Source: an optimization exercise on an open RTL-to-GDS flow (aim: small area, a short achievable clock period and few clock cycles). Production flows keep margins and buffers that such runs may drop. The RTL was checked by simulation tests, not by an equivalence proof against the original design.

== the baseline ==
// M1
module M1 (
		input logic clk,
		input logic reset,
		input logic M1_start,
		input logic [15:0] SRAM_read_data,
		output logic [17:0] M1_SRAM_Address,
		output logic [15:0] M1_SRAM_write_data,
		output logic M1_Status,
		output logic M1_SRAM_we_n
);
localparam logic [17:0] U_START_ADDRESS = 18'd38400, V_START_ADDRESS = 18'd57600,
                        RGB_START_ADDRESS = 18'd146944;
logic        run, lead, done;    
logic [9:0]  pq;          
logic        dummy;       
logic        first;       
logic [6:0]  k;           
logic [15:0] yc;          
logic [17:0] ra;          
logic        chv;         
logic        start_r;
logic [7:0]  wu0, wu1, wu2, wu3, wu4, wu5, bufu;
logic [7:0]  wv0, wv1, wv2, wv3, wv4, wv5, bufv;
logic [7:0]  yb;          
logic [7:0]  yl;          
logic [22:0] yt;          
logic [8:0]  pu, pv;      
logic        qu, qv;      
logic [8:0]  pa, pb, pc;  
logic [20:0] ft;          
logic [70:0] res;         
logic [7:0]  b0h;
wire idle = ~run & ~lead & ~done;
wire p0 = pq[0], p1 = pq[1], p2 = pq[2], p3 = pq[3], p4 = pq[4];
wire p5 = pq[5], p6 = pq[6], p7 = pq[7], p8 = pq[8], p9 = pq[9];
wire inrow = (k <= 7'd77);      
wire last_grp = (k == 7'd79);
wire tail = (k == 7'd80);
wire last_row = (yc >= 16'd38400);
wire to_lead = dummy | (last_grp & ~last_row);
wire ys_1 = yb[7] ^ yb[5];
wire ys_2 = yb[7] & yb[5];
wire ys_3 = yb[6] ^ yb[4];
wire ys_4 = yb[6] & yb[4];
wire ys_5 = yb[7] ^ yb[5];
wire ys_6 = yb[7] & yb[5];
wire ys_7 = yb[4] ^ yb[2];
wire ys_8 = yb[4] & yb[2];
wire ys_9 = yb[5] ^ yb[3] ^ yb[1];
wire ys_10 = (yb[5] & yb[3]) | (yb[5] & yb[1]) | (yb[3] & yb[1]);
wire ys_11 = yb[6] ^ yb[4] ^ yb[2];
wire ys_12 = (yb[6] & yb[4]) | (yb[6] & yb[2]) | (yb[4] & yb[2]);
wire ys_13 = ~(yb[3] ^ yb[0]);
wire ys_14 = yb[3] | yb[0];
wire ys_15 = ~(yb[1] ^ ys_2);
wire ys_16 = yb[1] | ys_2;
wire ys_17 = ~(yb[2] ^ ys_4);
wire ys_18 = yb[2] | ys_4;
wire ys_19 = ~(yb[6] ^ yb[3]);
wire ys_20 = yb[6] | yb[3];
wire ys_21 = yb[7] ^ yb[4];
wire ys_22 = yb[7] & yb[4];
wire ys_23 = yb[2] ^ yb[0];
wire ys_24 = yb[2] & yb[0];
  ...
For scale: roughly 2,200 cells after synthesis, ~25,000 um2 of cells after synthesis.
==> flow/config.mk <==
export PLATFORM = sky130hd
export DESIGN_NAME = M1
export DESIGN_NICKNAME = M1
export VERILOG_FILES = /design/flow/design.v
export SDC_FILE = /design/flow/constraint.sdc
export NUM_CORES = 4
export LEC_CHECK = 0
export CAP_MARGIN = 20
export CORE_MARGIN = 2
export CORE_UTILIZATION = 65
export SLEW_MARGIN = 20
==> flow/constraint.sdc <==
create_clock -name core_clock -period 13.0 [get_ports {clk}]
set_input_delay 2.6000 -clock core_clock [delete_from_list [all_inputs] [get_ports {clk}]]
set_output_delay 2.6000 -clock core_clock [all_outputs]
set_load 0.01 [all_outputs]
run.sh (not shown) runs the stock make flow with config.mk's settings and CLKGATE_MAP_FILE= SYNTH_SCRIPT=/design/flow/synth_recipe.tcl, a recipe that flattens the netlist after the stock synthesis.
The baseline reached the final stage; the timing, DRC and antenna checks on its layout passed.
Testbench counts of the baseline, summed over its fixed seeds: cycles 1,165,026.
diff inputs: the baseline => the candidate
- swapping 65 for 75 in CORE_UTILIZATION
Findings:
Going from the baseline to the candidate, the proportion of cell area spent on the clock network was found to have gone down by 0.52 points. Register-to-register slack delta for the candidate relative to the baseline: 50 ps higher. Relative to the baseline, the clock-buffer cell count measured on the candidate has decreased by a little under 10%. Taking the baseline as the reference, in the candidate via count of the first global-routing pass rose by 707, mean number of vias per cell went up about 6.6%, hold slack now sits lower. Wire length of the first global-routing pass (lower): the baseline.


== v6 ==
M1 again, from the RTL that the note above started with.
==> flow/design.v (excerpt) <==
module M1 (
		input logic clk,
		input logic reset,
		input logic M1_start,
		input logic [15:0] SRAM_read_data,
		output logic [17:0] M1_SRAM_Address,
		output logic [15:0] M1_SRAM_write_data,
		output logic M1_Status,
		output logic M1_SRAM_we_n
);
Settings: LEC_CHECK=0, CAP_MARGIN=20, CORE_MARGIN=2, CORE_UTILIZATION=50, SLEW_MARGIN=20; clock period 13.0 ns.
v6 reached the end of the flow, and the finished layout is clean on the timing, DRC and antenna checks.
Testbench counts of v6, summed over its fixed seeds: cycles 1,165,026.
The following lists how v7 was set up differently from v6:
- an added CTS_BUF_LIST of sky130_fd_sc_hd__clkbuf_8
## What came out
Diff v6..v7 | die footprint | unchanged. Re end-of-flow core utilization: v6 and v7 aren't equal, and the lower value belongs to v7. | total via count after detailed routing | higher: v7 |. Comparing v7 against v6, there is no change at all in post-synthesis net count. Status: logic depth of the worst setup path including buffers parity (v7, v6). Sort v6 and v7 by mean number of vias per cell desc -> top: v6. For met2 wirelength from detailed routing, v6 and v7 come out practically identical. v6 → v7: worst hold slack essentially unchanged; final design instance area without fill now smaller.


## the previous run
Another version of the RTL of M1 (not shown whole).
For scale: ~400 flip-flops, about 55 I/O pins, about 0.026 mm^2 of cells after synthesis.
Settings: LEC_CHECK=0, ABC_AREA=1, CAP_MARGIN=20, CORE_MARGIN=2, CORE_UTILIZATION=75, CTS_CLUSTER_DIAMETER=100, CTS_CLUSTER_SIZE=24, SLEW_MARGIN=20; clock period 13.0 ns.
Testbench counts of the previous run, summed over its fixed seeds: cycles 1,165,026.
The inputs of the current run differ from those of the previous run as listed below.
- a deleted ABC_AREA that had been 1
The current run completed every stage of the flow, and the final layout passed the timing, DRC and antenna checks.
Between the current run and the previous run, the final critical-path share of the clock period does not differ in any meaningful way.
Worst setup slack sits lower in the current run than in the previous run.
Hold slack delta for the current run relative to the previous run: 0.0070 ns lower

## afterwards: timing with drivers on the ports
In the flow no input, the clock included, has a driving cell. The finished layouts below were timed again as built, in two steps. Step 1 sets driving cells, clkbuf_16 on the clock port and buf_2 on the other inputs (assumed; they add their load-dependent delay and slew). Step 2, shift: input delay + t, output delay - t, t = (earliest + latest rising clock arrival at the registers) / 2. This alone moves slack from input paths to output paths. Three values: ideal, step 1, step 2; two values: the first two.
| run | shift t [ns] | setup slack, ns | hold WS [ns] | worst slew at a driven data input, ns |
|---|---|---|---|---|
| the baseline | 0.622 | 8.871 / 8.814 / 9.094 | 0.423 / 0.423 / 0.423 | 0.04 |
| the candidate | 0.623 | 8.918 / 8.864 / 9.137 | 0.400 / 0.400 / 0.400 | 0.05 |
| v6 | 0.633 | 8.827 / 8.767 / 9.065 | 0.401 / 0.401 / 0.401 | 0.04 |
| v7 | 0.695 | 8.782 / 8.729 / 9.050 | 0.404 / 0.404 / 0.404 | 0.04 |
| the previous run | 0.595 | 8.973 / 8.917 / 9.284 | 0.402 / 0.402 / 0.402 | 0.04 |
| the current run | 0.594 | 8.963 / 8.908 / 9.030 | 0.395 / 0.395 / 0.395 | 0.06 |
After both steps every run listed still meets setup and hold.
